Background: an optimization exercise with open tools, aiming at small area and a short achievable clock period. Do not read the settings as production practice.
RTL that was checked went through simulation tests only; none was proved equivalent to the original.
For run 6, only the layout was checked, not whether the RTL still works.
Power is estimated from default activity; no workload was simulated.

**flow/design.v**
```verilog
module CPU(
	input logic clk,
	input logic [15:0] inM,
	input logic [15:0] instruction,
	input logic reset,
	output logic [15:0] outM,
	output logic writeM,
	output logic [14:0] addressM,
	output logic [14:0] pc
);
	logic [15:0] A, D;
	logic [14:0] PC;
	wire c  = instruction[15];
	wire am = instruction[12];
	wire zx = instruction[11];
	wire nx = instruction[10];
	wire zy = instruction[9];
	wire ny = instruction[8];
	wire f  = instruction[7];
	wire no = instruction[6];
	wire nxo = nx ^ no;
	wire nyo = ny ^ no;
	wire kn1 = ~(f | no);
	wire kd = ~zx;
	wire kA = ~am & ~zy;
	wire kM = am & ~zy;
	wire cinn = ~(f & no);
	logic dn0;
	logic xa0;
	logic x0;
	logic ymn0;
	logic ya0;
	logic y0;
	logic gn0;
	logic gfn0;
	logic pn0;
	logic q0;
	logic dn1;
	logic xa1;
	logic x1;
	logic ymn1;
	logic ya1;
	logic y1;
	logic gn1;
	logic gfn1;
	logic pn1;
	logic q1;
	logic dn2;
	logic xa2;
	logic x2;
	logic ymn2;
	logic ya2;
	logic y2;
	logic gn2;
	logic gfn2;
	logic pn2;
	logic q2;
	logic dn3;
	logic xa3;
	logic x3;
	logic ymn3;
	logic ya3;
	logic y3;
	logic gn3;
	logic gfn3;
	logic pn3;
	logic q3;
	logic dn4;
	logic xa4;
	logic x4;
	logic ymn4;
	logic ya4;
	logic y4;
	logic gn4;
	logic gfn4;
	logic pn4;
	logic q4;
	logic dn5;
	logic xa5;
	logic x5;
	logic ymn5;
	logic ya5;
	logic y5;
	logic gn5;
	logic gfn5;
	logic pn5;
	logic q5;
	logic dn6;
	logic xa6;
	logic x6;
	logic ymn6;
	logic ya6;
	logic y6;
	logic gn6;
	logic gfn6;
	logic pn6;
	logic q6;
	logic dn7;
	logic xa7;
	logic x7;
	logic ymn7;
	logic ya7;
	logic y7;
	logic gn7;
	logic gfn7;
	logic pn7;
	logic q7;
	logic dn8;
	logic xa8;
	logic x8;
	logic ymn8;
	logic ya8;
	logic y8;
	logic gn8;
	logic gfn8;
	logic pn8;
	logic q8;
	logic dn9;
	logic xa9;
	logic x9;
	logic ymn9;
	logic ya9;
	logic y9;
	logic gn9;
	logic gfn9;
	logic pn9;
	logic q9;
	logic dn10;
	logic xa10;
	logic x10;
	logic ymn10;
	logic ya10;
	logic y10;
	logic gn10;
	logic gfn10;
	logic pn10;
	logic q10;
	logic dn11;
	logic xa11;
	logic x11;
	logic ymn11;
	logic ya11;
	logic y11;
	logic gn11;
	logic gfn11;
	logic pn11;
	logic q11;
	logic dn12;
	logic xa12;
	logic x12;
	logic ymn12;
	logic ya12;
	logic y12;
	logic gn12;
	logic gfn12;
	logic pn12;
	logic q12;
	logic dn13;
	logic xa13;
	logic x13;
	logic ymn13;
	logic ya13;
	logic y13;
	logic gn13;
	logic gfn13;
	logic pn13;
	logic q13;
	logic dn14;
	logic xa14;
	logic x14;
	logic ymn14;
	logic ya14;
	logic y14;
	logic gn14;
	logic gfn14;
	logic pn14;
	logic q14;
	logic dn15;
	logic xa15;
	logic x15;
	logic ymn15;
	logic ya15;
	logic y15;
	logic gn15;
	logic gfn15;
	logic pn15;
	logic q15;
	logic G0;
	logic G1;
	logic P1;
	logic G2;
	logic P2;
	logic G3;
	logic P3;
	logic G4;
	logic P4;
	logic G5;
	logic P5;
	logic G6;
	logic P6;
	logic G7;
	logic P7;
	logic G8;
	logic G9;
	logic P9;
	logic G10;
	logic P10;
	logic G11;
	logic P11;
	logic G12;
	logic P12;
	logic G13;
	logic P13;
	logic G14;
	logic P14;
	logic iv0;
	logic G15;
	logic G16;
	logic G17;
	logic P17;
	logic G18;
	logic P18;
	logic G19;
	logic P19;
	logic G20;
	logic P20;
	logic G21;
	logic iv1;
	logic G22;
	logic G23;
	logic G24;
	logic iv2;
	logic iv3;
	logic G25;
	logic G26;
	logic iv4;
	logic iv5;
	logic G27;
	logic iv6;
	logic iv7;
	logic G28;
	logic G29;
	logic G30;
	logic G31;
	hk_and2 u_xa0 (D[0], kd, xa0);
	hk_xor2 u_x0 (xa0, nxo, x0);
	hk_aoi22 u_ymn0 (A[0], kA, inM[0], kM, ymn0);
	hk_xnor2 u_y0 (ymn0, nyo, y0);
	hk_nand2 u_gn0 (x0, y0, gn0);
	hk_nand3 u_gfn0 (x0, y0, f, gfn0);
	hk_xnor2 u_pn0 (x0, y0, pn0);
	hk_o22ai u_q0 (pn0, kn1, gn0, f, q0);
	hk_and2 u_xa1 (D[1], kd, xa1);
	hk_xor2 u_x1 (xa1, nxo, x1);
	hk_aoi22 u_ymn1 (A[1], kA, inM[1], kM, ymn1);
	hk_xnor2 u_y1 (ymn1, nyo, y1);
	hk_nand2 u_gn1 (x1, y1, gn1);
	hk_nand3 u_gfn1 (x1, y1, f, gfn1);
	hk_xnor2 u_pn1 (x1, y1, pn1);
	hk_o22ai u_q1 (pn1, kn1, gn1, f, q1);
	hk_and2 u_xa2 (D[2], kd, xa2);
	hk_xor2 u_x2 (xa2, nxo, x2);
	hk_aoi22 u_ymn2 (A[2], kA, inM[2], kM, ymn2);
	hk_xnor2 u_y2 (ymn2, nyo, y2);
	hk_nand2 u_gn2 (x2, y2, gn2);
	hk_nand3 u_gfn2 (x2, y2, f, gfn2);
	hk_xnor2 u_pn2 (x2, y2, pn2);
	hk_o22ai u_q2 (pn2, kn1, gn2, f, q2);
	hk_and2 u_xa3 (D[3], kd, xa3);
	hk_xor2 u_x3 (xa3, nxo, x3);
	hk_aoi22 u_ymn3 (A[3], kA, inM[3], kM, ymn3);
	hk_xnor2 u_y3 (ymn3, nyo, y3);
	hk_nand2 u_gn3 (x3, y3, gn3);
	hk_nand3 u_gfn3 (x3, y3, f, gfn3);
	hk_xnor2 u_pn3 (x3, y3, pn3);
	hk_o22ai u_q3 (pn3, kn1, gn3, f, q3);
	hk_and2 u_xa4 (D[4], kd, xa4);
	hk_xor2 u_x4 (xa4, nxo, x4);
	hk_aoi22 u_ymn4 (A[4], kA, inM[4], kM, ymn4);
	hk_xnor2 u_y4 (ymn4, nyo, y4);
	hk_nand2 u_gn4 (x4, y4, gn4);
	hk_nand3 u_gfn4 (x4, y4, f, gfn4);
	hk_xnor2 u_pn4 (x4, y4, pn4);
	hk_o22ai u_q4 (pn4, kn1, gn4, f, q4);
	hk_and2 u_xa5 (D[5], kd, xa5);
	hk_xor2 u_x5 (xa5, nxo, x5);
	hk_aoi22 u_ymn5 (A[5], kA, inM[5], kM, ymn5);
	hk_xnor2 u_y5 (ymn5, nyo, y5);
	hk_nand2 u_gn5 (x5, y5, gn5);
	hk_nand3 u_gfn5 (x5, y5, f, gfn5);
	hk_xnor2 u_pn5 (x5, y5, pn5);
	hk_o22ai u_q5 (pn5, kn1, gn5, f, q5);
	hk_and2 u_xa6 (D[6], kd, xa6);
	hk_xor2 u_x6 (xa6, nxo, x6);
	hk_aoi22 u_ymn6 (A[6], kA, inM[6], kM, ymn6);
	hk_xnor2 u_y6 (ymn6, nyo, y6);
	hk_nand2 u_gn6 (x6, y6, gn6);
	hk_nand3 u_gfn6 (x6, y6, f, gfn6);
	hk_xnor2 u_pn6 (x6, y6, pn6);
	hk_o22ai u_q6 (pn6, kn1, gn6, f, q6);
	hk_and2 u_xa7 (D[7], kd, xa7);
	hk_xor2 u_x7 (xa7, nxo, x7);
	hk_aoi22 u_ymn7 (A[7], kA, inM[7], kM, ymn7);
	hk_xnor2 u_y7 (ymn7, nyo, y7);
	hk_nand2 u_gn7 (x7, y7, gn7);
	hk_nand3 u_gfn7 (x7, y7, f, gfn7);
	hk_xnor2 u_pn7 (x7, y7, pn7);
	hk_o22ai u_q7 (pn7, kn1, gn7, f, q7);
	hk_and2 u_xa8 (D[8], kd, xa8);
	hk_xor2 u_x8 (xa8, nxo, x8);
	hk_aoi22 u_ymn8 (A[8], kA, inM[8], kM, ymn8);
	hk_xnor2 u_y8 (ymn8, nyo, y8);
	hk_nand2 u_gn8 (x8, y8, gn8);
	hk_nand3 u_gfn8 (x8, y8, f, gfn8);
	hk_xnor2 u_pn8 (x8, y8, pn8);
	hk_o22ai u_q8 (pn8, kn1, gn8, f, q8);
	hk_and2 u_xa9 (D[9], kd, xa9);
	hk_xor2 u_x9 (xa9, nxo, x9);
	hk_aoi22 u_ymn9 (A[9], kA, inM[9], kM, ymn9);
	hk_xnor2 u_y9 (ymn9, nyo, y9);
	hk_nand2 u_gn9 (x9, y9, gn9);
	hk_nand3 u_gfn9 (x9, y9, f, gfn9);
	hk_xnor2 u_pn9 (x9, y9, pn9);
	hk_o22ai u_q9 (pn9, kn1, gn9, f, q9);
	hk_and2 u_xa10 (D[10], kd, xa10);
	hk_xor2 u_x10 (xa10, nxo, x10);
	hk_aoi22 u_ymn10 (A[10], kA, inM[10], kM, ymn10);
	hk_xnor2 u_y10 (ymn10, nyo, y10);
	hk_nand2 u_gn10 (x10, y10, gn10);
	hk_nand3 u_gfn10 (x10, y10, f, gfn10);
	hk_xnor2 u_pn10 (x10, y10, pn10);
	hk_o22ai u_q10 (pn10, kn1, gn10, f, q10);
	hk_and2 u_xa11 (D[11], kd, xa11);
	hk_xor2 u_x11 (xa11, nxo, x11);
	hk_aoi22 u_ymn11 (A[11], kA, inM[11], kM, ymn11);
	hk_xnor2 u_y11 (ymn11, nyo, y11);
	hk_nand2 u_gn11 (x11, y11, gn11);
	hk_nand3 u_gfn11 (x11, y11, f, gfn11);
	hk_xnor2 u_pn11 (x11, y11, pn11);
	hk_o22ai u_q11 (pn11, kn1, gn11, f, q11);
	hk_and2 u_xa12 (D[12], kd, xa12);
	hk_xor2 u_x12 (xa12, nxo, x12);
	hk_aoi22 u_ymn12 (A[12], kA, inM[12], kM, ymn12);
	hk_xnor2 u_y12 (ymn12, nyo, y12);
	hk_nand2 u_gn12 (x12, y12, gn12);
	hk_nand3 u_gfn12 (x12, y12, f, gfn12);
	hk_xnor2 u_pn12 (x12, y12, pn12);
	hk_o22ai u_q12 (pn12, kn1, gn12, f, q12);
	hk_and2 u_xa13 (D[13], kd, xa13);
	hk_xor2 u_x13 (xa13, nxo, x13);
	hk_aoi22 u_ymn13 (A[13], kA, inM[13], kM, ymn13);
	hk_xnor2 u_y13 (ymn13, nyo, y13);
	hk_nand2 u_gn13 (x13, y13, gn13);
	hk_nand3 u_gfn13 (x13, y13, f, gfn13);
	hk_xnor2 u_pn13 (x13, y13, pn13);
	hk_o22ai u_q13 (pn13, kn1, gn13, f, q13);
	hk_and2 u_xa14 (D[14], kd, xa14);
	hk_xor2 u_x14 (xa14, nxo, x14);
	hk_aoi22 u_ymn14 (A[14], kA, inM[14], kM, ymn14);
	hk_xnor2 u_y14 (ymn14, nyo, y14);
	hk_nand2 u_gn14 (x14, y14, gn14);
	hk_nand3 u_gfn14 (x14, y14, f, gfn14);
	hk_xnor2 u_pn14 (x14, y14, pn14);
	hk_o22ai u_q14 (pn14, kn1, gn14, f, q14);
	hk_and2 u_xa15 (D[15], kd, xa15);
	hk_xor2 u_x15 (xa15, nxo, x15);
	hk_aoi22 u_ymn15 (A[15], kA, inM[15], kM, ymn15);
	hk_xnor2 u_y15 (ymn15, nyo, y15);
	hk_nand2 u_gn15 (x15, y15, gn15);
	hk_nand3 u_gfn15 (x15, y15, f, gfn15);
	hk_xnor2 u_pn15 (x15, y15, pn15);
	hk_o22ai u_q15 (pn15, kn1, gn15, f, q15);
	hk_oai21 u_G0 (pn0, cinn, gfn0, G0);
	hk_oai21 u_G1 (pn2, gfn1, gfn2, G1);
	hk_nor2 u_P1 (pn2, pn1, P1);
	hk_oai21 u_G2 (pn4, gfn3, gfn4, G2);
	hk_nor2 u_P2 (pn4, pn3, P2);
	hk_oai21 u_G3 (pn6, gfn5, gfn6, G3);
	hk_nor2 u_P3 (pn6, pn5, P3);
	hk_oai21 u_G4 (pn8, gfn7, gfn8, G4);
	hk_nor2 u_P4 (pn8, pn7, P4);
	hk_oai21 u_G5 (pn10, gfn9, gfn10, G5);
	hk_nor2 u_P5 (pn10, pn9, P5);
	hk_oai21 u_G6 (pn12, gfn11, gfn12, G6);
	hk_nor2 u_P6 (pn12, pn11, P6);
	hk_oai21 u_G7 (pn14, gfn13, gfn14, G7);
	hk_nor2 u_P7 (pn14, pn13, P7);
	hk_aoi21 u_G8 (P1, G0, G1, G8);
	hk_aoi21 u_G9 (P2, G1, G2, G9);
	hk_nand2 u_P9 (P2, P1, P9);
	hk_aoi21 u_G10 (P3, G2, G3, G10);
	hk_nand2 u_P10 (P3, P2, P10);
	hk_aoi21 u_G11 (P4, G3, G4, G11);
	hk_nand2 u_P11 (P4, P3, P11);
	hk_aoi21 u_G12 (P5, G4, G5, G12);
	hk_nand2 u_P12 (P5, P4, P12);
	hk_aoi21 u_G13 (P6, G5, G6, G13);
	hk_nand2 u_P13 (P6, P5, P13);
	hk_aoi21 u_G14 (P7, G6, G7, G14);
	hk_nand2 u_P14 (P7, P6, P14);
	hk_inv u_iv0 (G0, iv0);
	hk_oai21 u_G15 (P9, iv0, G9, G15);
	hk_oai21 u_G16 (P10, G8, G10, G16);
	hk_oai21 u_G17 (P11, G9, G11, G17);
	hk_nor2 u_P17 (P11, P9, P17);
	hk_oai21 u_G18 (P12, G10, G12, G18);
	hk_nor2 u_P18 (P12, P10, P18);
	hk_oai21 u_G19 (P13, G11, G13, G19);
	hk_nor2 u_P19 (P13, P11, P19);
	hk_oai21 u_G20 (P14, G12, G14, G20);
	hk_nor2 u_P20 (P14, P12, P20);
	hk_aoi21 u_G21 (P17, G0, G17, G21);
	hk_inv u_iv1 (G8, iv1);
	hk_aoi21 u_G22 (P18, iv1, G18, G22);
	hk_aoi21 u_G23 (P19, G15, G19, G23);
	hk_aoi21 u_G24 (P20, G16, G20, G24);
	hk_inv u_iv2 (gfn1, iv2);
	hk_inv u_iv3 (pn1, iv3);
	hk_aoi21 u_G25 (iv3, G0, iv2, G25);
	hk_oai21 u_G26 (pn3, G8, gfn3, G26);
	hk_inv u_iv4 (gfn5, iv4);
	hk_inv u_iv5 (pn5, iv5);
	hk_aoi21 u_G27 (iv5, G15, iv4, G27);
	hk_inv u_iv6 (gfn7, iv6);
	hk_inv u_iv7 (pn7, iv7);
	hk_aoi21 u_G28 (iv7, G16, iv6, G28);
	hk_oai21 u_G29 (pn9, G21, gfn9, G29);
	hk_oai21 u_G30 (pn11, G22, gfn11, G30);
	hk_oai21 u_G31 (pn13, G23, gfn13, G31);
	hk_xnor2 u_outM_0 (q0, cinn, outM[0]);
	hk_xor2 u_outM_1 (q1, G0, outM[1]);
	hk_xnor2 u_outM_2 (q2, G25, outM[2]);
	hk_xnor2 u_outM_3 (q3, G8, outM[3]);
	hk_xor2 u_outM_4 (q4, G26, outM[4]);
	hk_xor2 u_outM_5 (q5, G15, outM[5]);
	hk_xnor2 u_outM_6 (q6, G27, outM[6]);
	hk_xor2 u_outM_7 (q7, G16, outM[7]);
	hk_xnor2 u_outM_8 (q8, G28, outM[8]);
	hk_xnor2 u_outM_9 (q9, G21, outM[9]);
	hk_xor2 u_outM_10 (q10, G29, outM[10]);
	hk_xnor2 u_outM_11 (q11, G22, outM[11]);
	hk_xor2 u_outM_12 (q12, G30, outM[12]);
	hk_xnor2 u_outM_13 (q13, G23, outM[13]);
	hk_xor2 u_outM_14 (q14, G31, outM[14]);
	hk_xnor2 u_outM_15 (q15, G24, outM[15]);
	wire zr = (outM == 16'd0);
	wire ng = outM[15];
	wire jmp = c & ((instruction[2] & ng) | (instruction[1] & zr) | (instruction[0] & ~ng & ~zr));
	always_ff @(posedge clk) begin
		if (~c) A <= {1'b0, instruction[14:0]};
		else if (instruction[5]) A <= outM;
		if (c & instruction[4]) D <= outM;
		if (reset) PC <= 15'd0;
		else if (jmp) PC <= A[14:0];
		else PC <= PC + 15'd1;
	end
	assign writeM = c & instruction[3];
	assign addressM = A[14:0];
	assign pc = PC;
endmodule
module hk_inv(input logic a, output logic y);
	assign y = ~a;
endmodule
module hk_and2(input logic a, b, output logic y);
	assign y = a & b;
endmodule
module hk_nand2(input logic a, b, output logic y);
	assign y = ~(a & b);
endmodule
module hk_nor2(input logic a, b, output logic y);
	assign y = ~(a | b);
endmodule
module hk_nand3(input logic a, b, c, output logic y);
	assign y = ~(a & b & c);
endmodule
module hk_xor2(input logic a, b, output logic y);
	assign y = a ^ b;
endmodule
module hk_xnor2(input logic a, b, output logic y);
	assign y = ~(a ^ b);
endmodule
module hk_aoi22(input logic a1, a2, b1, b2, output logic y);
	assign y = ~((a1 & a2) | (b1 & b2));
endmodule
module hk_aoi21(input logic a1, a2, b, output logic y);
	assign y = ~((a1 & a2) | b);
endmodule
module hk_oai21(input logic a1, a2, b, output logic y);
	assign y = ~((a1 | a2) & b);
endmodule
module hk_o22ai(input logic a1, a2, b1, b2, output logic y);
	assign y = ~((a1 | a2) & (b1 | b2));
endmodule
```
**flow/flow/run.sh**
```bash
#!/bin/bash
# Layout flow: the standard ORFS flow (standard.sh) with two changes:
#  - synthesis maps the logic with the ABC script in flow/abc.script
#    (ORFS's synth.tcl otherwise unchanged; same -nofsm -noshare, flatten and renames)
#  - port buffers are sky130_fd_sc_hd__buf_1 instead of the default choice
set -euo pipefail
W=$PWD
sed "s#log_cmd abc {\*}\$abc_args#log_cmd abc {*}[lreplace \$abc_args 1 1 $W/flow/abc.script]#" \
  "$FLOW_HOME/scripts/synth.tcl" > "$W/synth_custom.tcl"
grep -q "flow/abc.script" "$W/synth_custom.tcl"
sed "s#\$::env(SCRIPTS_DIR)/synth.tcl#$W/synth_custom.tcl#" synth_recipe.tcl > "$W/synth_top.tcl"
grep -q "synth_custom.tcl" "$W/synth_top.tcl"
EXTRA=()
if [[ -f flow/make_args.txt ]]; then mapfile -t EXTRA < <(grep -v '^\s*$' flow/make_args.txt); fi
bash standard.sh SYNTH_SCRIPT="$W/synth_top.tcl" \
  "BUFFER_PORTS_ARGS=-buffer_cell sky130_fd_sc_hd__buf_1" "${EXTRA[@]}" finish > "$W/flow.log" 2>&1
```
**flow/flow/abc.script**
```
strash; dch; map -a; topo; stime -c
```
**flow/flow/make_args.txt**
```
SYNTH_KEEP_MODULES=hk_inv hk_and2 hk_nand2 hk_nor2 hk_nand3 hk_xor2 hk_xnor2 hk_aoi22 hk_aoi21 hk_oai21 hk_o22ai
CTS_ARGS=-sink_clustering_enable -repair_clock_nets -dont_use_dummy_load
```
**flow/standard.sh**
```bash
#!/bin/bash
# synth_recipe.tcl (not shown) runs the flow's synth.tcl, then flattens the netlist and writes it again
# the make line also repeats each setting of config.mk as NAME=value (left out here)
make -C /OpenROAD-flow-scripts/flow DESIGN_CONFIG=/design/flow/config.mk WORK_HOME=/design/flow/orfs CLKGATE_MAP_FILE= SYNTH_SCRIPT=/design/flow/synth_recipe.tcl "${@:-finish}"
```
**flow/config.mk**
```make
export PLATFORM = sky130hd
export DESIGN_NAME = CPU
export DESIGN_NICKNAME = CPU
export VERILOG_FILES = /design/flow/design.v
export SDC_FILE = /design/flow/constraint.sdc
export NUM_CORES = 4
export LEC_CHECK = 0
export CAP_MARGIN = 20
export CORE_MARGIN = 2
export CORE_UTILIZATION = 40
export SETUP_SLACK_MARGIN = 5
export SLEW_MARGIN = 20
```
**flow/constraint.sdc**
```tcl
create_clock -name core_clock -period 12.5 [get_ports {clk}]
set_input_delay 2.5000 -clock core_clock [delete_from_list [all_inputs] [get_ports {clk}]]
set_output_delay 2.5000 -clock core_clock [all_outputs]
set_load 0.01 [all_outputs]
```
==> summary.txt, run 1 <==
Hold Path Stages: 1
Final min period: 7400 ps
HP Class: flop to flop
Placer Congestion: 0.909
clock sink count: 47
Seq. cell area: 1250 um^2
clock buffer depth: 2
setup slack, reg-to-reg: 8160 ps
Fill cells: 802
TNS Setup: 0 ps
CTS buffer count: 5
syn nets: 433
ant diodes: 0
maximum vdd drop: 0.0881 mV
Seq/Total Area, Yosys: 0.375
htree depth: 2
Final nets: 522
GRT overflow: 0
DR vias: 3150
yosys warns: 1
Syn Std Cell Area: 3340 um^2
initial antenna violation count: 0
Post-Route Skew: 18.6 ps
Worst Setup Start Kind: input pin
synth top area cells: edfxtp_1 (28%), xnor2_1 (12%), dfxtp_1 (9.6%), xor2_1 (9.2%), nand2_1 (6.6%)
RSZ-0062 raised after global routing: false
dpl hpwl: 6.60 mm
Slew headroom: 0.494
delay-heaviest family, CP: XOR/XNOR gates
area of the multi-input gates: 2260 um^2
Crit path largest cell delay: 520 ps
post-place instance area: 3710 um^2
syn_area_per_cell: 8.38 um^2
Buffers & Inverters on Critical Path: 3
Die Area: 9090 um^2
vias per cell: 5.34
TritonCTS clock tree: done
Data required, critical path: 10000 ps
Design Area, Final: 4250 um^2
count of final hold-check violations: 0
Critical Path AT: 4900 ps
FMAX: 0.135 GHz
pwr dens: 187 nW/um^2
cells along the critical path: buf_2 > xor2_4 > buf_6 > xnor2_2 > xnor2_2 > nor2_1 > nand2_1 > nor2_1 > a21oi_2 > xnor2_1 > buf_1
Starting Density: 0.410
antenna viol nets, final: 0
vias in the first global route: 2892
worst-margin pin slew: 758 ps
placed cells: 570
max-cap violations: 0
Setup CP Type: input pin to output port
width of the die: 95.3 um
Avg WL per Cell: 16.0 um
# IOs: 81
Die Span Y: 95.3 um
status: finished clean
critical path depth: 11
clock root buffer: clkbuf_8
Residual DRC: 0
top cell type by total area after synthesis: edfxtp_1
Final Max Tran Viols: 0
Reg2Reg Depth: 17
Static Leak: 1.52 nW
final setup fails: 0
fin crit share: 0.592
Port-buffer cells: 80
CP endpoint kind: output port
core area: 8130 um^2
Tot GR Track Use: 0.206
area delta synth->final: 27.4%
pin count of the biggest net entering global routing: 35
synthesis-stage register bit count: 47
first-pass GRT wire length: 14.4 mm
share of layout cells above drive strength 1: 0.200
Yosys top cell area share: 0.279
drt pass-1 iters: 4
maximum fanout along the worst path: 12
reg2reg start: A[4]
Clk Latency, worst-skew pair: 300 ps
Cells after Synth: 398
CP startpoint: instruction[6]
Worst Hold Launch: PC[0]
Rows: 33
clk slew on worst S/H paths: 90 ps
synth unique cells: 19
Slowest-stage cell, CP: xnor2_1
Iter 0 DRT Violations: 181
final std cells w/o fill: 590
PnR Total Power: 0.797 mW
WL final: 9.47 mm
-- kinds of logic after synthesis --
| family | count (synthesis) | synth area share |
|---|---|---|
| buf+inv | 40 | 0.0630 |
| fa+ha+maj | 1 | 0.00375 |
| xor+xnor | 79 | 0.207 |
| simple gates | 128 | 0.177 |
| compound gates | 103 | 0.174 |
| flops | 47 | 0.375 |
-- per-module statistics from Yosys, one instance, submodules excluded --
module | times used | flops+latches | area [um^2] | cells inside
hk_nor2 | 11 | 0 | 3.75 | 1
hk_and2 | 16 | 0 | 7.51 | 1
hk_xnor2 | 41 | 0 | 8.76 | 1
hk_aoi21 | 14 | 0 | 5.00 | 1
hk_o22ai | 16 | 0 | 6.26 | 1
hk_nand3 | 15 | 0 | 5.00 | 1
hk_xor2 | 23 | 0 | 8.76 | 1
hk_aoi22 | 16 | 0 | 7.51 | 1
hk_nand2 | 22 | 0 | 3.75 | 1
hk_oai21 | 18 | 0 | 5.00 | 1
CPU | 1 | 47 | 2050 | 198
hk_inv | 8 | 0 | 3.75 | 1
-- final cells by class --
class                      instances  share of cell area
multi-input combinational        313               0.532
sequential                        47               0.294
inverter                          24              0.0221
timing repair buffer              96               0.104
clock buffer                       5              0.0162
tap                              105              0.0309
-- routing by layer --
metal	vias up	wire (um)	GRT usage
li1	1556	-	-
met1	1495	4180	0.277
met2	89	4690	0.350
met3	10	492	0.0300
met4	0	108	0.0447
met5	-	0	0
-- layout by cell type (no fill, tap or decap), types with 7 or more instances in the layout --
cell      count
nand3_1      23
nand2_1      59
xnor2_2      21
buf_1        74
a22oi_1      16
edfxtp_1     31
xor2_2       10
buf_4        14
and2_2       16
a21oi_1      26
clkinv_1     22
o21ai_0      28
o22ai_1      16
xor2_1       22
o21ai_1       7
nor2_1       12
xnor2_1      23
dfxtp_1      16
-- power breakdown --
group | switching, mW | total [mW] | leakage, nW | internal, mW
clock | 0.0474 | 0.0835 | 0.0359 | 0.0362
sequential | 0.0287 | 0.252 | 0.439 | 0.223
combinational | 0.286 | 0.462 | 1.04 | 0.176
total | 0.362 | 0.797 | 1.52 | 0.435
-- cells in the mapped netlist, drive strengths merged --
cell	number
nand4	3
dfxtp	16
o22ai	16
nand2	59
a22oi	16
ha	1
xor2	35
o221ai	1
nor2	19
clkinv	24
nor3	4
edfxtp	31
a21oi	30
xnor2	44
buf	16
nand3	23
and2	16
nor4	4
o21ai	40
-- timing repair --
item,4_1_cts,5_1_grt
endpoints found under the setup margin,15,11
hold buffers,0,0
pin swaps,8,12
gates resized for setup,22,55
buffers inserted,10,3
endpoints found under the hold margin,0,0
cloned,2,0
-- final timing paths --
path | end
max | outM[9]
min | PC[0]
max reg2reg | PC[8]
min reg2reg | PC[0]
-- metrics by stage --
stage	utilization	worst slack, ps	hold slack [ps]
floorplan	-	5070	502
global placement	0.457	4250	497
detailed placement	0.457	4110	501
CTS	0.486	4980	523
global route	0.523	4920	538
finish	0.523	5100	514
-- sequential cells by signal, summed over array words and instances, names as in the netlist --
signal  cells
A          16
PC         15
D          16
==> inputs of run 2 (changes only) <==
==> flow/flow/make_args.txt (replaced) <==
SYNTH_KEEP_MODULES=hk_inv hk_and2 hk_nand2 hk_nor2 hk_nand3 hk_xor2 hk_xnor2 hk_aoi22 hk_aoi21 hk_oai21 hk_o22ai
CTS_ARGS=-sink_clustering_enable -repair_clock_nets -dont_use_dummy_load
SETUP_MOVE_SEQUENCE=sizeup,swap
==> run 2 against run 1 <==
  * Routed wire length down 2.7%
  * Clock-buffer cell count did not move
  * Register-to-register slack gained 190 ps
  * Fmax decreased by 6.2%
  * Global-route usage down 1.0 points
  * Die area did not move
  * Sequential share of layout area is 0.25 points lower
  * Non-clock buffer count shrank 13
  * Highest routed layer unchanged
  * Critical path depth is the same
  * Clock power about the same
==> summary.txt, run 2 <==
initial antenna violation count: 0
syn_area_per_cell: 8.38 um^2
area delta synth->final: 28.5%
Syn Std Cell Area: 3340 um^2
clock sink count: 47
DR vias: 3074
worst-margin pin slew: 1270 ps
Slew headroom: 0.153
Final nets: 507
Crit path largest cell delay: 970 ps
Residual DRC: 0
cells along the critical path: buf_12 > xor2_4 > xor2_2 > xnor2_2 > o21ai_2 > a21oi_2 > o21ai_2 > a21oi_4 > o21ai_2 > xor2_2 > buf_2
ant diodes: 0
Yosys top cell area share: 0.279
dpl hpwl: 6.60 mm
maximum fanout along the worst path: 16
clk slew on worst S/H paths: 90 ps
count of final hold-check violations: 0
clock root buffer: clkbuf_8
TritonCTS clock tree: done
Setup CP Type: input pin to output port
Hold Path Stages: 1
Compound-Gate Fraction of Synth Area: 0.174
yosys warns: 1
top-count cell post-synth: nand2_1
met3 WL: 502 um
Final Max Tran Viols: 0
Critical Path AT: 5390 ps
share of layout cells above drive strength 1: 0.213
placed cells: 570
top cell type by total area after synthesis: edfxtp_1
Tot GR Track Use: 0.196
Starting Density: 0.410
Design Area, Final: 4290 um^2
Async S/R FF share, synth: 0
final std cells w/o fill: 575
Final min period: 7890 ps
synth unique cells: 19
Post-Route Skew: 18.7 ps
maximum vdd drop: 0.0915 mV
FMAX: 0.127 GHz
Placer Congestion: 0.909
vias per cell: 5.35
largest family of logic cells by synthesized area: XOR/XNOR gates
status: finished clean
EDFF count, synth: 31
DR top layer: met4
Top Registers: A x16, D x16, PC x15
Reg2Reg Depth: 15
clock buffer depth: 2
HP Class: flop to flop
pwr dens: 188 nW/um^2
Slowest-stage cell, CP: xor2_4
post-place setup slack: 4110 ps
# IOs: 81
Data required, critical path: 10000 ps
Port-buffer cells: 80
first-pass GRT wire length: 13.8 mm
commonest non-fill, non-tap cells in the layout: buf_1 (71), nand2_1 (58), edfxtp_1 (31)
delay-heaviest family, CP: XOR/XNOR gates
htree depth: 2
Post-Synth Simple-Gate Area: 0.177
Static Leak: 1.48 nW
drt pass-1 iters: 4
Synth Area in XOR/XNOR: 0.207
Iter 0 DRT Violations: 133
fin crit share: 0.632
Cells after Synth: 398
Worst Hold Launch: PC[0]
synthesis-stage register bit count: 47
final setup fails: 0
Die Area: 9090 um^2
vias in the first global route: 2808
CP endpoint kind: output port
RSZ-0062 raised after global routing: true
TNS Setup: 0 ps
post-place instance area: 3710 um^2
width of the die: 95.3 um
CP startpoint: instruction[6]
GRT overflow: 0
mux share of post-synthesis cell area: 0
Seq/Total Area, Yosys: 0.375
Die Span Y: 95.3 um
WL final: 9.22 mm
pin count of the biggest net entering global routing: 35
commonest non-fill, non-tap cell in the layout: buf_1
Adder-Cell Fraction of Synth Area: 0.00375
critical path depth: 11
syn nets: 433
CTS buffer count: 5
Buffers & Inverters on Critical Path: 2
reg2reg start: A[5]
antenna viol nets, final: 0
M1 wire length: 4.02 mm
synth cell count leaders: nand2_1 (59), xnor2_1 (44), o21ai_0 (40)
PnR worst setup slack: 4610 ps
synth top area cells: edfxtp_1 (28%), xnor2_1 (12%), dfxtp_1 (9.6%), xor2_1 (9.2%), nand2_1 (6.6%)
Rows: 33
ys flop type: edfxtp_1
Clk Latency, worst-skew pair: 300 ps
Worst Setup Start Kind: input pin
max-cap violations: 0
DR WL met2: 4.52 mm
Avg WL per Cell: 16.0 um
core area: 8130 um^2
Most common cell on crit path: o21ai_2
-- run 2: cell counts after synthesis --
Identical to the previous run, type by type.
-- run 2: where the power goes --
group	total (mW)	switching (mW)	internal, mW
clock network	0.0835	0.0474	0.0362
registers	0.251	0.0284	0.223
logic	0.472	0.297	0.175
-- run 2: timing repair --
item	in CTS	in global routing
hold buffers	0	0
resized for setup	13	100
setup buffers	0	0
pin swaps	4	37
endpoints found under the setup margin	15	13
-- run 2: modules after synthesis, one instance, submodules excluded --
module	times used	flops+latches	cell area (um^2)
CPU	1	47	2050
hk_and2	16	0	7.51
hk_aoi22	16	0	7.51
hk_o22ai	16	0	6.26
hk_inv	8	0	3.75
hk_nand3	15	0	5.00
hk_aoi21	14	0	5.00
hk_oai21	18	0	5.00
hk_nor2	11	0	3.75
hk_nand2	22	0	3.75
hk_xnor2	41	0	8.76
hk_xor2	23	0	8.76
-- run 2: worst paths after layout --
path              end  slack [ps]
max          outM[10]        4610
min             PC[0]         510
max reg2reg     PC[8]        8350
min reg2reg     PC[0]         510
-- run 2: per-layer routing --
| layer | vias up | global-route usage |
|---|---|---|
| li1 | 1514 | - |
| met1 | 1456 | 0.267 |
| met2 | 88 | 0.327 |
| met3 | 16 | 0.0316 |
| met4 | 0 | 0.0423 |
| met5 | - | 0 |
-- run 2: metrics by stage --
step           power (mW)  hold WS [ps]   util
2_1_floorplan       0.534           502      -
3_3_place_gp        0.630           497  0.457
3_5_place_dp        0.635           501  0.457
4_1_cts             0.732           523  0.472
5_1_grt             0.865           538  0.527
6_report            0.807           514  0.527
-- run 2: worst register-to-register path, cell delays in order, from the launching register on --
cell and delay (ps):
edfxtp_1 430, a22oi_1 270, xnor2_1 190, xnor2_2 270
nor2_1 110, a21oi_1 310, o21ai_1 160, a21oi_4 180
o21ai_2 90, xor2_2 170, nor4_1 420, nand4_1 220
o221ai_1 260, nand2_1 500, o21ai_0 370, a21oi_1 60
-- run 2: area by class of cell --
| type | count | area, um^2 |
|---|---|---|
| Clock buffer | 5 | 68.8 |
| Fill cell | 771 | 3840 |
| Inverter | 24 | 90.1 |
| Multi-Input combinational cell | 311 | 2390 |
| Sequential cell | 47 | 1250 |
| Tap cell | 105 | 131 |
| Timing Repair Buffer | 83 | 355 |
-- run 2: kinds of logic (layout without fill, tap and decap cells) --
family	after synthesis	in the layout
xor gates and xnor gates	79	79
AOI/OAI and AO/OA	103	103
and+or+nand+nor	128	128
DFF	47	47
adders and majority gates	1	1
buffers and inverters	40	112
==> inputs of run 3 (changes only) <==
--- a/flow/config.mk
+++ b/flow/config.mk
@@ -8,5 +8,5 @@
 export CAP_MARGIN = 20
 export CORE_MARGIN = 2
 export CORE_UTILIZATION = 40
-export SETUP_SLACK_MARGIN = 5
+export SETUP_SLACK_MARGIN = 4.75
 export SLEW_MARGIN = 20
==> run 3 against run 2 <==
  * Still clean
  * Clock-buffer cell count did not move
  * Routed wire length is 3.8% lower
  * Flip-flop and latch count stayed put
  * Sequential share of layout area rose by 0.54 points
  * Cell count increased by 0.35%
  * Cell area is 1.8% lower
  * Total power decreased by 1.6%
  * Die area stayed put
  * Clock skew down 12 ps
  * First-iteration DRC count shrank 4.5%
  * Sequential power barely moved
  * Hold slack gained 1.0 ps
  * Critical path type unchanged
  * Largest power group unchanged
==> summary.txt, run 3 <==
status: finished clean
Critical Path AT: 5310 ps
post-place setup slack: 3870 ps
Final Max Tran Viols: 0
fin crit share: 0.625
syn_area_per_cell: 8.38 um^2
# IOs: 81
width of the die: 95.3 um
clock buffer depth: 2
Iter 0 DRT Violations: 127
area delta synth->final: 26.2%
ant diodes: 0
synth top area cells: edfxtp_1 (28%), xnor2_1 (12%), dfxtp_1 (9.6%), xor2_1 (9.2%), nand2_1 (6.6%)
core area: 8130 um^2
top cell type by total area after synthesis: edfxtp_1
commonest non-fill, non-tap cell in the layout: buf_1
Rows: 33
Data required, critical path: 10000 ps
commonest non-fill, non-tap cells in the layout: buf_1 (73), nand2_1 (58), edfxtp_1 (31)
clk slew on worst S/H paths: 90 ps
placed cells: 572
Cells after Synth: 398
GRT overflow: 0
Post-Route Skew: 7.16 ps
Syn Std Cell Area: 3340 um^2
vias per cell: 5.25
EDFF count, synth: 31
Die Span Y: 95.3 um
worst hold margin: 515 ps
Avg WL per Cell: 15.4 um
syn nets: 433
Seq/Total Area, Yosys: 0.375
Final min period: 7810 ps
pwr dens: 188 nW/um^2
Final nets: 509
final std cells w/o fill: 577
Residual DRC: 0
FMAX: 0.128 GHz
htree depth: 2
clock sink count: 47
max-cap violations: 0
WL final: 8.86 mm
CTS buffer count: 5
Die Area: 9090 um^2
HP Class: flop to flop
clock root buffer: clkbuf_8
Static Leak: 1.45 nW
antenna viol nets, final: 0
Clk Latency, worst-skew pair: 300 ps
worst-margin pin slew: 1190 ps
maximum fanout along the worst path: 16
Port-buffer cells: 80
Setup CP Type: input pin to output port
pin count of the biggest net entering global routing: 35
PnR worst setup slack: 4690 ps
Worst Setup Start Kind: input pin
yosys warns: 1
CP endpoint kind: output port
maximum vdd drop: 0.106 mV
drt pass-1 iters: 4
final setup fails: 0
first-pass GRT wire length: 13.7 mm
initial antenna violation count: 0
share of layout cells above drive strength 1: 0.189
dpl hpwl: 6.64 mm
Tot GR Track Use: 0.195
TNS Setup: 0 ps
DR vias: 3032
Async S/R FF share, synth: 0
vias in the first global route: 2741
Slew headroom: 0.203
synthesis-stage register bit count: 47
Top Registers: A x16, D x16, PC x15
ys flop type: edfxtp_1
synth unique cells: 19
Placer Congestion: 0.890
RSZ-0062 raised after global routing: true
Starting Density: 0.410
setup repair bufs after CTS: 0
top-count cell post-synth: nand2_1
synth cell count leaders: nand2_1 (59), xnor2_1 (44), o21ai_0 (40)
TritonCTS clock tree: done
Yosys top cell area share: 0.279
count of final hold-check violations: 0
-- run 3: cell count changes in the layout (fill, tap and decap cells not counted), sizes merged --
cell,delta
clkinv,+2
inv,-2
buf,+2
-- run 3: worst paths after layout --
check / depth (start not counted) / endpoint / startpoint / slack [ps]
worst min register to register: 1 / PC[0] / PC[0] / 520
worst max register to register: 15 / PC[12] / A[8] / 8240
worst min-delay path: 1 / PC[0] / PC[0] / 520
worst max-delay path: 11 / outM[12] / instruction[6] / 4690
-- run 3: through the flow --
stage	area (um^2)	power (mW)	utilization
floorplan	3350	0.533	-
global placement	3700	0.630	0.455
detailed placement	3700	0.636	0.455
CTS	4050	0.762	0.497
global route	4210	0.848	0.518
finish	4210	0.794	0.518
-- run 3: metal layers --
layer,GRT usage,vias up,wire [um]
met2,0.312,79,4220
li1,-,1517,-
met1,0.272,1420,3960
met5,0,-,0
met3,0.0285,16,504
met4,0.0580,0,174
-- run 3: final cells by class --
cell class,instances,area [um^2]
multi-input cells,311,2300
flip-flops and latches,47,1250
inverters,24,91.3
well taps,105,131
repair buffers,85,368
fillers,758,3920
clock buffers,5,68.8
-- run 3: power breakdown --
group	leakage [nW]	internal, mW	switching [mW]	total (mW)
Clock	0.0359	0.0363	0.0501	0.0864
Combinational	0.973	0.168	0.288	0.456
Sequential	0.439	0.223	0.0285	0.252
-- run 3: Yosys stat by module (local to each module, per instance) --
module | flops+latches | copies in the design | area (um^2)
hk_xnor2 | 0 | 41 | 8.76
hk_nand2 | 0 | 22 | 3.75
hk_aoi21 | 0 | 14 | 5.00
hk_xor2 | 0 | 23 | 8.76
hk_nand3 | 0 | 15 | 5.00
hk_o22ai | 0 | 16 | 6.26
CPU | 47 | 1 | 2050
hk_inv | 0 | 8 | 3.75
hk_oai21 | 0 | 18 | 5.00
hk_nor2 | 0 | 11 | 3.75
hk_aoi22 | 0 | 16 | 7.51
hk_and2 | 0 | 16 | 7.51
-- run 3: timing repair --
action | CTS | global route
endpoints found under the setup margin | 15 | 12
pin swaps | 23 | 11
endpoints found under the hold margin | 0 | 0
hold buffers | 0 | 0
gates resized for setup | 58 | 34
-- run 3: cell families (layout without fill, tap and decap cells) --
logic type,after synthesis,count (layout),synth area share
AO/OA/AOI/OAI,103,103,0.174
XOR/XNOR,79,79,0.207
buffers and inverters,40,114,0.0630
flip-flops,47,47,0.375
adder cells (fa/ha/maj),1,1,0.00375
AND/OR/NAND/NOR,128,128,0.177
-- run 3: worst max-delay path, stage by stage --
cell and delay [ps]:
buf_12 120, xor2_4 920, xor2_2 310, nand3_1 180
o21ai_2 260, a21oi_1 90, o21ai_2 200, a21oi_4 60
o21ai_1 210, xor2_2 260, buf_2 190
==> inputs of run 4 (changes only) <==
==> flow/flow/make_args.txt (replaced) <==
SYNTH_KEEP_MODULES=hk_inv hk_and2 hk_nand2 hk_nor2 hk_nand3 hk_xor2 hk_xnor2 hk_aoi22 hk_aoi21 hk_oai21 hk_o22ai
CTS_ARGS=-sink_clustering_enable -repair_clock_nets -dont_use_dummy_load
CORE_UTILIZATION=55
PLACE_DENSITY=0.7
==> run 4 against run 3 <==
  * Still clean on timing, DRC and antenna
  * Synthesized area did not move
  * Routed wire length fell by 4.9%
  * Global-route usage rose by 5.8 points
  * Sequential share of layout area rose by 2.4 points
  * Clock power fell by 1%
  * Setup slack improved by 210 ps
  * Non-clock buffer count rose by 8
  * Synthesized cell count did not move
  * Flip-flop and latch count did not move
  * Sequential power barely moved
  * Total power fell by 5.6%
  * Critical path depth rose by 1
  * Critical endpoint is now outM[14]
  * Largest cell class unchanged
  * Largest power group unchanged
  * Highest routed layer unchanged
==> summary.txt, run 4 <==
setup slack, reg-to-reg: 8130 ps
Die Area: 6710 um^2
first-pass GRT wire length: 12.8 mm
Seq. cell area: 1250 um^2
Buffers & Inverters on Critical Path: 3
critical register-to-register path endpoint: PC[14]
synth cell count leaders: nand2_1 (59), xnor2_1 (44), o21ai_0 (40)
Tot GR Track Use: 0.253
syn_area_per_cell: 8.38 um^2
synth top area cells: edfxtp_1 (28%), xnor2_1 (12%), dfxtp_1 (9.6%), xor2_1 (9.2%), nand2_1 (6.6%)
cells along the critical path: buf_2 > xor2_2 > buf_4 > xor2_1 > xnor2_1 > o21ai_0 > a21oi_1 > o21ai_2 > a21oi_1 > o21ai_0 > xor2_1 > buf_1
top-count cell post-synth: nand2_1
Async S/R FF share, synth: 0
EDFF count, synth: 31
fin crit share: 0.609
Cells after Synth: 398
Iter 0 DRT Violations: 168
drt pass-1 iters: 4
Residual DRC: 0
Slew headroom: 0.511
commonest non-fill, non-tap cell in the layout: buf_1
top cell type by total area after synthesis: edfxtp_1
ys flop type: edfxtp_1
fin util: 0.663
Die Span Y: 81.9 um
worst-margin pin slew: 732 ps
core area: 5890 um^2
maximum fanout along the worst path: 16
Final min period: 7610 ps
TNS Setup: 0 ps
clock buffer depth: 2
Static Leak: 1.37 nW
Worst Setup Start Kind: input pin
Top Registers: A x16, D x16, PC x15
pwr dens: 192 nW/um^2
CTS buffer count: 5
Final nets: 517
CP startpoint: instruction[6]
delay-heaviest family, CP: XOR/XNOR gates
Syn Std Cell Area: 3340 um^2
htree depth: 2
FMAX: 0.131 GHz
Reg2Reg Depth: 16
Port-buffer cells: 80
commonest non-fill, non-tap cells in the layout: buf_1 (79), nand2_1 (59), xnor2_1 (37)
worst setup path end: outM[14]
Crit path largest cell delay: 320 ps
share of layout cells above drive strength 1: 0.108
area of the multi-input gates: 1990 um^2
HP Class: flop to flop
clock sink count: 47
PnR worst setup slack: 4890 ps
ant diodes: 0
Final Max Tran Viols: 0
post-place setup slack: 4010 ps
Starting Density: 0.567
# IOs: 81
Clk Latency, worst-skew pair: 310 ps
synthesis-stage register bit count: 47
RSZ-0062 raised after global routing: true
status: finished clean
reg2reg start: A[0]
Placer Congestion: 0.885
vias in the first global route: 2775
Seq/Total Area, Yosys: 0.375
clk slew on worst S/H paths: 100 ps
GRT overflow: 0
final setup fails: 0
antenna viol nets, final: 0
area delta synth->final: 16.9%
Yosys top cell area share: 0.279
maximum vdd drop: 0.126 mV
dpl hpwl: 6.33 mm
synth unique cells: 19
Data required, critical path: 10000 ps
width of the die: 81.9 um
cts hold-fix bufs: 0
yosys warns: 1
max-cap violations: 0
Fill cells: 525
DR vias: 3061
Setup CP Type: input pin to output port
initial antenna violation count: 0
vias per cell: 5.52
count of final hold-check violations: 0
worst hold margin: 520 ps
Critical Path AT: 5110 ps
TritonCTS clock tree: done
pin count of the biggest net entering global routing: 35
clock root buffer: clkbuf_8
Post-Route Skew: 22.5 ps
Avg WL per Cell: 15.2 um
critical path depth: 12
Rows: 28
CP endpoint kind: output port
Slowest-stage cell, CP: buf_4
WL final: 8.43 mm
syn nets: 433
-- run 4: cell count changes in the layout (fill, tap and decap cells not counted), sizes merged --
cell	change
clkinv	-1
clkinvlp	+1
buf	+8
-- run 4: worst min-delay path by stage --
stage	from	endpoint	slack, ps	cells past startpoint
6_report	PC[0]	PC[0]	520	1
2_1_floorplan	A[15]	A[15]	500	2
3_5_place_dp	PC[0]	PC[0]	490	1
5_1_grt	PC[0]	PC[0]	560	1
3_3_place_gp	PC[0]	PC[0]	490	1
4_1_cts	PC[0]	PC[0]	510	1
-- run 4: per-stage QoR --
stage          power, mW  std cells  cell area (um^2)
3_3_place_gp       0.623        543              3670
3_5_place_dp       0.632        543              3670
5_1_grt            0.802        555              3900
2_1_floorplan      0.533        398              3350
6_report           0.749        555              3900
4_1_cts            0.718        549              3760
-- run 4: worst register-to-register path, stage by stage, from the launching register on --
cell	delay, ps
edfxtp_1	430
a22oi_1	310
xnor2_2	130
xnor2_1	270
o21ai_2	160
a21oi_2	240
clkinv_1	90
a21oi_1	220
o21ai_0	150
xor2_1	200
buf_4	170
nor4_1	410
nand4_1	240
o221ai_1	280
nand2_1	490
o21ai_0	340
a21oi_1	60
-- run 4: kinds of logic after synthesis --
group           after synthesis  synth area share
buf+inv                      40            0.0630
simple gates                128             0.177
fa+ha+maj                     1           0.00375
xor+xnor                     79             0.207
compound gates              103             0.174
flops                        47             0.375
-- run 4: final cells by class --
class                      instances  area share
multi-input combinational        311       0.510
sequential                        47       0.321
timing repair buffer              93       0.103
inverter                          24      0.0241
tap                               75      0.0241
clock buffer                       5      0.0176
-- run 4: metal layers --
layer | up-vias | wire (um) | track usage | part of all wire
li1 | 1541 | - | - | -
met1 | 1419 | 3850 | 0.334 | 0.46
met2 | 91 | 4100 | 0.435 | 0.49
met3 | 10 | 414 | 0.0429 | 0.049
met4 | 0 | 71 | 0.0533 | 0.0084
met5 | - | 0 | 0 | 0
-- run 4: timing repair --
action | CTS | global route
pin swaps | 1 | 4
setup endpoints to repair | 14 | 12
buffers inserted | 1 | 6
resized for setup | 4 | 19
-- run 4: Yosys stat by module (local to each module, per instance), a selection --
module,copies in the design,cells inside,flip-flops and latches
hk_xor2,23,1,0
hk_nand3,15,1,0
hk_inv,8,1,0
hk_aoi22,16,1,0
hk_aoi21,14,1,0
hk_o22ai,16,1,0
hk_and2,16,1,0
-- run 4: report_power, final --
| part | total [mW] | switching, mW | internal [mW] | leakage [nW] |
|---|---|---|---|---|
| registers | 0.250 | 0.0272 | 0.223 | 0.439 |
| clock network | 0.0853 | 0.0491 | 0.0362 | 0.0359 |
| logic | 0.414 | 0.263 | 0.150 | 0.891 |
==> inputs of run 5 (changes only) <==
--- a/flow/config.mk
+++ b/flow/config.mk
@@ -8,5 +8,5 @@
 export CAP_MARGIN = 20
 export CORE_MARGIN = 2
 export CORE_UTILIZATION = 40
-export SETUP_SLACK_MARGIN = 4.75
+export SETUP_SLACK_MARGIN = 4.25
 export SLEW_MARGIN = 20
==> run 5 against run 4 <==
  * Die area stayed put
  * Total power is 4.6% lower
  * Clock skew is 3.6 ps lower
  * Flip-flop and latch count stayed put
  * Cell count is 0.54% lower
  * Critical path type unchanged
==> summary.txt, run 5 <==
Die Span Y: 81.9 um
syn nets: 433
Iter 0 DRT Violations: 137
Top Registers: A x16, D x16, PC x15
setup slack, reg-to-reg: 8150 ps
HP Class: flop to flop
worst setup path end: outM[12]
DR vias: 2943
clk slew on worst S/H paths: 80 ps
Synth Area in XOR/XNOR: 0.207
clock sink count: 47
Reg2Reg Depth: 15
dpl hpwl: 6.03 mm
drt pass-1 iters: 4
EDFF count, synth: 31
yosys warns: 1
synth cell count leaders: nand2_1 (59), xnor2_1 (44), o21ai_0 (40)
Adder-Cell Fraction of Synth Area: 0.00375
PnR Total Power: 0.714 mW
Clk Latency, worst-skew pair: 300 ps
GRT overflow: 0
Rows: 28
top cell type by total area after synthesis: edfxtp_1
TritonCTS clock tree: done
Critical Path AT: 5430 ps
antenna viol nets, final: 0
Seq/Total Area, Yosys: 0.375
Tot GR Track Use: 0.240
Cells after Synth: 398
Worst Setup Start Kind: input pin
worst-margin pin slew: 1080 ps
CP endpoint kind: output port
Setup CP Type: input pin to output port
htree depth: 2
clock root buffer: clkbuf_8
TNS Setup: 0 ps
vias in the first global route: 2659
pwr dens: 189 nW/um^2
count of final hold-check violations: 0
fin crit share: 0.634
Compound-Gate Fraction of Synth Area: 0.174
synthesis-stage register bit count: 47
ant diodes: 0
CTS buffer count: 5
Post-Synth Simple-Gate Area: 0.177
clock buffer depth: 2
top-count cell post-synth: nand2_1
synth top area cells: edfxtp_1 (28%), xnor2_1 (12%), dfxtp_1 (9.6%), xor2_1 (9.2%), nand2_1 (6.6%)
PnR worst setup slack: 4570 ps
fin util: 0.641
reg2reg start: A[0]
final setup fails: 0
width of the die: 81.9 um
CP startpoint: instruction[6]
mux share of post-synthesis cell area: 0
ys flop type: edfxtp_1
Placer Congestion: 0.887
area of the multi-input gates: 1890 um^2
WL final: 7.84 mm
Final min period: 7930 ps
FMAX: 0.126 GHz
first-pass GRT wire length: 12.3 mm
commonest non-fill, non-tap cell in the layout: buf_1
Fill cells: 540
Async S/R FF share, synth: 0
core area: 5890 um^2
Port-buffer cells: 80
status: finished clean
vias per cell: 5.33
Final Max Tran Viols: 0
maximum fanout along the worst path: 16
initial antenna violation count: 0
critical register-to-register path endpoint: PC[2]
Design Area, Final: 3770 um^2
maximum vdd drop: 0.0957 mV
cts hold-fix bufs: 0
Slew headroom: 0.277
Yosys top cell area share: 0.279
Syn Std Cell Area: 3340 um^2
Final nets: 514
largest family of logic cells by synthesized area: XOR/XNOR gates
Residual DRC: 0
pin count of the biggest net entering global routing: 35
syn_area_per_cell: 8.38 um^2
share of layout cells above drive strength 1: 0.0671
area delta synth->final: 13.1%
Avg WL per Cell: 14.2 um
Static Leak: 1.30 nW
synth unique cells: 19
Die Area: 6710 um^2
Post-Route Skew: 18.9 ps
# IOs: 81
commonest non-fill, non-tap cells in the layout: buf_1 (80), nand2_1 (59), xnor2_1 (44)
Seq. cell area: 1250 um^2
post-place instance area: 3660 um^2
post-place setup slack: 4000 ps
RSZ-0062 raised after global routing: false
Starting Density: 0.567
Data required, critical path: 10000 ps
max-cap violations: 0
run 5: cell counts after synthesis:
Identical to the previous run, type by type.
run 5: worst min-delay path by stage:
stage | from | depth (start not counted) | to | slack [ps]
6_report | PC[0] | 1 | PC[0] | 520
4_1_cts | PC[0] | 1 | PC[0] | 530
5_1_grt | PC[0] | 1 | PC[0] | 550
3_5_place_dp | PC[0] | 1 | PC[0] | 510
3_3_place_gp | PC[0] | 1 | PC[0] | 480
2_1_floorplan | A[15] | 2 | A[15] | 500
run 5: what timing repair did:
item | 4_1_cts | 5_1_grt
setup endpoints to repair | 7 | 7
gates resized for setup | 1 | 2
pin swaps | 0 | 1
cloned | 0 | 0
setup buffers | 0 | 5
run 5: per-layer routing:
layer  routed length (um)  GRT usage  part of all wire  up-vias
met2                 3680      0.411              0.47       72
met1                 3620      0.317              0.46     1324
li1                     -          -                 -     1534
met4                  163     0.0600             0.021        0
met5                    0          0                 0        -
met3                  376     0.0385             0.048       13
run 5: layout make-up:
type                            instances  share of cell area
Inverter                               24              0.0239
Sequential cell                        47               0.332
Timing Repair Buffer                   90              0.0995
Tap cell                               75              0.0249
Multi-Input combinational cell        311               0.502
Clock buffer                            5              0.0182
run 5: cells by family (layout without fill, tap and decap cells):
| kind of cell | Yosys count | in the layout |
|---|---|---|
| AND/OR/NAND/NOR | 128 | 128 |
| buffers and inverters | 40 | 119 |
| flip-flops | 47 | 47 |
| XOR/XNOR | 79 | 79 |
| AO/OA/AOI/OAI | 103 | 103 |
| adder cells (fa/ha/maj) | 1 | 1 |
run 5: critical path: stages:
cell,delay [ps]
buf_1,310
xor2_1,190
buf_4,310
xor2_1,310
xnor2_1,190
o21ai_1,180
a21oi_1,380
clkinv_1,120
a21oi_1,230
o21ai_0,150
xor2_1,380
buf_1,200
run 5: report_power, final:
part           total [mW]  leakage (nW)  switching, mW  internal, mW
clock network      0.0839        0.0359         0.0477        0.0362
logic               0.381         0.823          0.247         0.133
registers           0.250         0.439         0.0270         0.223
total               0.714          1.30          0.322         0.393
run 5: metrics by stage:
stage | hold slack, ps | std cells
after floorplan | 502 | 398
after global placement | 485 | 542
after detailed placement | 507 | 542
after CTS | 526 | 547
after global routing | 552 | 552
final | 521 | 552
run 5: Yosys stat by module, one instance, submodules excluded:
module	flops+latches	cells inside	cell area [um^2]
hk_nand3	0	1	5.00
hk_aoi22	0	1	7.51
hk_xnor2	0	1	8.76
hk_inv	0	1	3.75
hk_xor2	0	1	8.76
CPU	47	198	2050
hk_nand2	0	1	3.75
hk_nor2	0	1	3.75
hk_aoi21	0	1	5.00
hk_o22ai	0	1	6.26
hk_oai21	0	1	5.00
hk_and2	0	1	7.51
==> inputs of run 6 (changes only) <==
--- a/flow/design.v
+++ b/flow/design.v
@@ -22,6 +22,7 @@
 	wire nyo = ny ^ no;
 	wire kn1 = ~(f | no);
 	wire kd = ~zx;
+	wire ki = ~c;
 	wire kA = ~am & ~zy;
 	wire kM = am & ~zy;
 	wire cinn = ~(f & no);
@@ -446,13 +447,25 @@
 	wire zr = (outM == 16'd0);
 	wire ng = outM[15];
 	wire jmp = c & ((instruction[2] & ng) | (instruction[1] & zr) | (instruction[0] & ~ng & ~zr));
+	logic [15:0] A_in;
+	for (genvar i = 0; i < 15; i++) begin : a_in
+		hk_a22o u_ain (outM[i], c, instruction[i], ki, A_in[i]);
+	end
+	assign A_in[15] = outM[15] & c;
+	wire sA = jmp & ~reset;
+	wire sI = ~(jmp | reset);
+	logic [15:0] cy;
+	logic [14:0] inc, pc_next;
+	assign cy[0] = 1'b1;
+	for (genvar i = 0; i < 15; i++) begin : pc_bit
+		assign cy[i+1] = cy[i] & PC[i];
+		assign inc[i] = PC[i] ^ cy[i];
+		hk_a22o u_pcn (A[i], sA, inc[i], sI, pc_next[i]);
+	end
 	always_ff @(posedge clk) begin
-		if (~c) A <= {1'b0, instruction[14:0]};
-		else if (instruction[5]) A <= outM;
+		if (~c | instruction[5]) A <= A_in;
 		if (c & instruction[4]) D <= outM;
-		if (reset) PC <= 15'd0;
-		else if (jmp) PC <= A[14:0];
-		else PC <= PC + 15'd1;
+		PC <= pc_next;
 	end
 	assign writeM = c & instruction[3];
 	assign addressM = A[14:0];
@@ -461,6 +474,9 @@
 module hk_inv(input logic a, output logic y);
 	assign y = ~a;
 endmodule
+module hk_a22o(input logic a1, a2, b1, b2, output logic y);
+	assign y = (a1 & a2) | (b1 & b2);
+endmodule
 module hk_and2(input logic a, b, output logic y);
 	assign y = a & b;
 endmodule
==> flow/flow/make_args.txt (replaced) <==
SYNTH_KEEP_MODULES=hk_inv hk_a22o hk_and2 hk_nand2 hk_nor2 hk_nand3 hk_xor2 hk_xnor2 hk_aoi22 hk_aoi21 hk_oai21 hk_o22ai
CTS_ARGS=-sink_clustering_enable -repair_clock_nets -dont_use_dummy_load
==> run 6 against run 5 <==
  * Still clean
  * Flip-flop and latch count unchanged
  * Routed wire length up 8.3%
  * Cell count down 5.8%
  * Fmax down 0.98%
  * Sequential power down 2%
  * Clock power up 2%
  * Setup slack worse by 78 ps
  * Hold slack worse by 0.80 ps
  * Combinational power up 1%
  * Total power about the same
==> summary.txt, run 6 <==
Syn Std Cell Area: 3280 um^2
Static Leak: 1.40 nW
Yosys top cell area share: 0.293
Data required, critical path: 10000 ps
Setup CP Type: input pin to output port
worst setup path end: outM[14]
Die Span Y: 94.6 um
clock buffer depth: 2
RSZ-0062 raised after global routing: false
pwr dens: 189 nW/um^2
fin util: 0.468
max-cap violations: 0
# IOs: 81
synth unique cells: 20
synthesis-stage register bit count: 47
worst hold margin: 520 ps
Iter 0 DRT Violations: 193
htree depth: 2
top cell type by total area after synthesis: edfxtp_1
Fill cells: 830
Reg2Reg Depth: 17
drt pass-1 iters: 5
CTS buffer count: 5
vias in the first global route: 2634
share of layout cells above drive strength 1: 0.164
status: finished clean
core area: 8090 um^2
CP endpoint kind: output port
commonest non-fill, non-tap cells in the layout: buf_1 (79), xnor2_1 (40), edfxtp_1 (32)
Slew headroom: 0.485
Critical Path AT: 5500 ps
final setup fails: 0
Tot GR Track Use: 0.193
Final nets: 464
Worst Setup Start Kind: input pin
Port-buffer cells: 80
WL final: 8.49 mm
maximum vdd drop: 0.0805 mV
clock root buffer: clkbuf_8
post-place instance area: 3640 um^2
met3 WL: 538 um
M1 wire length: 3.80 mm
ant diodes: 0
CP startpoint: instruction[6]
post-place setup slack: 3780 ps
synth cell count leaders: xnor2_1 (41), edfxtp_1 (32), a22o_2 (30)
DR vias: 2853
Async S/R FF share, synth: 0
Seq/Total Area, Yosys: 0.384
Placer Congestion: 0.893
ys flop type: edfxtp_1
Residual DRC: 0
Final min period: 8000 ps
DR WL met2: 4.06 mm
vias per cell: 5.49
FMAX: 0.125 GHz
TritonCTS clock tree: done
Top Registers: A x16, D x16, PC x15
cts hold-fix bufs: 0
reg2reg start: A[3]
yosys warns: 1
PnR Total Power: 0.715 mW
DR top layer: met4
HP Class: flop to flop
PnR worst setup slack: 4500 ps
area delta synth->final: 15.3%
Avg WL per Cell: 16.3 um
critical register-to-register path endpoint: PC[7]
Clk Latency, worst-skew pair: 300 ps
synth top area cells: edfxtp_1 (29%), xnor2_1 (11%), a22o_2 (9.1%), dfxtp_1 (9.1%), xor2_1 (6.9%)
first-pass GRT wire length: 13.2 mm
TNS Setup: 0 ps
Final Max Tran Viols: 0
Starting Density: 0.406
EDFF count, synth: 32
commonest non-fill, non-tap cell in the layout: buf_1
fin crit share: 0.640
Design Area, Final: 3790 um^2
count of final hold-check violations: 0
worst-margin pin slew: 771 ps
GRT overflow: 0
Cells after Synth: 337
placed cells: 511
clock sink count: 47
clk slew on worst S/H paths: 90 ps
syn nets: 384
pin count of the biggest net entering global routing: 35
maximum fanout along the worst path: 9
Die Area: 8950 um^2
Post-Route Skew: 19.4 ps
width of the die: 94.6 um
antenna viol nets, final: 0
final std cells w/o fill: 520
syn_area_per_cell: 9.75 um^2
dpl hpwl: 6.52 mm
initial antenna violation count: 0
top-count cell post-synth: xnor2_1
Rows: 33
setup slack, reg-to-reg: 8040 ps
## run 6: cell types whose count changed after synthesis, sizes merged, moves of 9 or more
cell / delta
nand2: -34
a22o: +30
o21ai: -22
a21oi: -16
ha: +12
xor2: -9
## run 6: where the power goes
group	internal, mW	total, mW	switching (mW)
Clock	0.0362	0.0853	0.0491
Sequential	0.222	0.244	0.0216
Combinational	0.144	0.386	0.242
## run 6: modules after synthesis, one instance, submodules excluded
module,copies in the design,cells inside
hk_and2,16,1
hk_a22o,30,1
hk_aoi22,16,1
CPU,1,107
hk_xor2,23,1
hk_inv,8,1
hk_nand3,15,1
hk_aoi21,14,1
hk_o22ai,16,1
hk_oai21,18,1
hk_xnor2,41,1
hk_nor2,11,1
hk_nand2,22,1
## run 6: cell type report
class	count	area [um^2]	share of cell area
Multi-Input combinational cell	257	1890	0.500
Sequential cell	47	1260	0.333
Timing Repair Buffer	89	369	0.0975
Tap cell	105	131	0.0347
Clock buffer	5	68.8	0.0182
Inverter	17	63.8	0.0168
## run 6: worst max-delay path, cell delays in order
cell and delay [ps]:
buf_2 240, xor2_4 370, buf_4 270, xor2_1 310, xnor2_1 170, nor2_1 180
nand2_1 90, o21ai_0 370, a21oi_1 220, o21ai_0 250, xor2_1 340, buf_1 190
## run 6: how the worst min path moves through the flow
stage | end | slack [ps] | startpoint | depth (start not counted)
floorplan | PC[0] | 510 | A[0] | 1
global placement | PC[0] | 500 | PC[0] | 2
detailed placement | PC[0] | 500 | PC[0] | 2
CTS | PC[0] | 520 | PC[0] | 2
global route | PC[0] | 550 | PC[0] | 2
finish | PC[0] | 520 | PC[0] | 2
## run 6: layer usage
layer / GRT usage / vias up
met5: 0 / -
met4: 0.0459 / 0
met3: 0.0303 / 7
met2: 0.322 / 115
met1: 0.261 / 1354
li1: - / 1377
## run 6: cell families (layout without fill, tap and decap cells)
logic type / count (synthesis) / count (layout) / share of synthesized area
AO/OA/AOI/OAI: 95 / 95 / 0.209
flip-flops: 47 / 47 / 0.384
XOR/XNOR: 67 / 67 / 0.179
adder cells (fa/ha/maj): 13 / 13 / 0.0495
AND/OR/NAND/NOR: 82 / 82 / 0.123
buffers and inverters: 33 / 111 / 0.0560
## run 6: timing repair
action,in CTS,in global routing
pin swaps,1,0
setup endpoints to repair,11,3
gates cloned,0,0
setup buffers,3,0
gates resized for setup,5,2

## re-timing with driven ports
The results above use ideal ports. As a check the final layouts listed here were re-extracted and re-timed, cells and wires unchanged. Step 1 assumes that a clkbuf_16 drives the clock port and a buf_2 every other input. Step 2, shift: input delay + t, output delay - t, t = (earliest + latest rising clock arrival at the registers) / 2. This alone moves slack from input paths to output paths. a / b / c = ideal ports / drivers / drivers and shift; a / b = the first two.
run	shift t [ns]	setup WS [ns]	worst setup path at the end	worst register clock-pin slew, ns
run 1	0.321	5.099 / 5.059 / 5.059	input to output	0.09 / 0.09
run 2	0.324	4.606 / 4.542 / 4.542	input to output	0.09 / 0.09
run 3	0.324	4.686 / 4.635 / 4.635	input to output	0.09 / 0.09
run 4	0.328	4.892 / 4.856 / 4.856	input to output	0.10 / 0.10
run 5	0.323	4.575 / 4.533 / 4.533	input to output	0.09 / 0.09
run 6	0.322	4.496 / 4.466 / 4.466	input to output	0.09 / 0.09
After both steps every run listed still meets setup and hold. The setup slack of run 2, which loses most, moves by -0.064 ns with the drivers and by -0.064 ns with both steps.
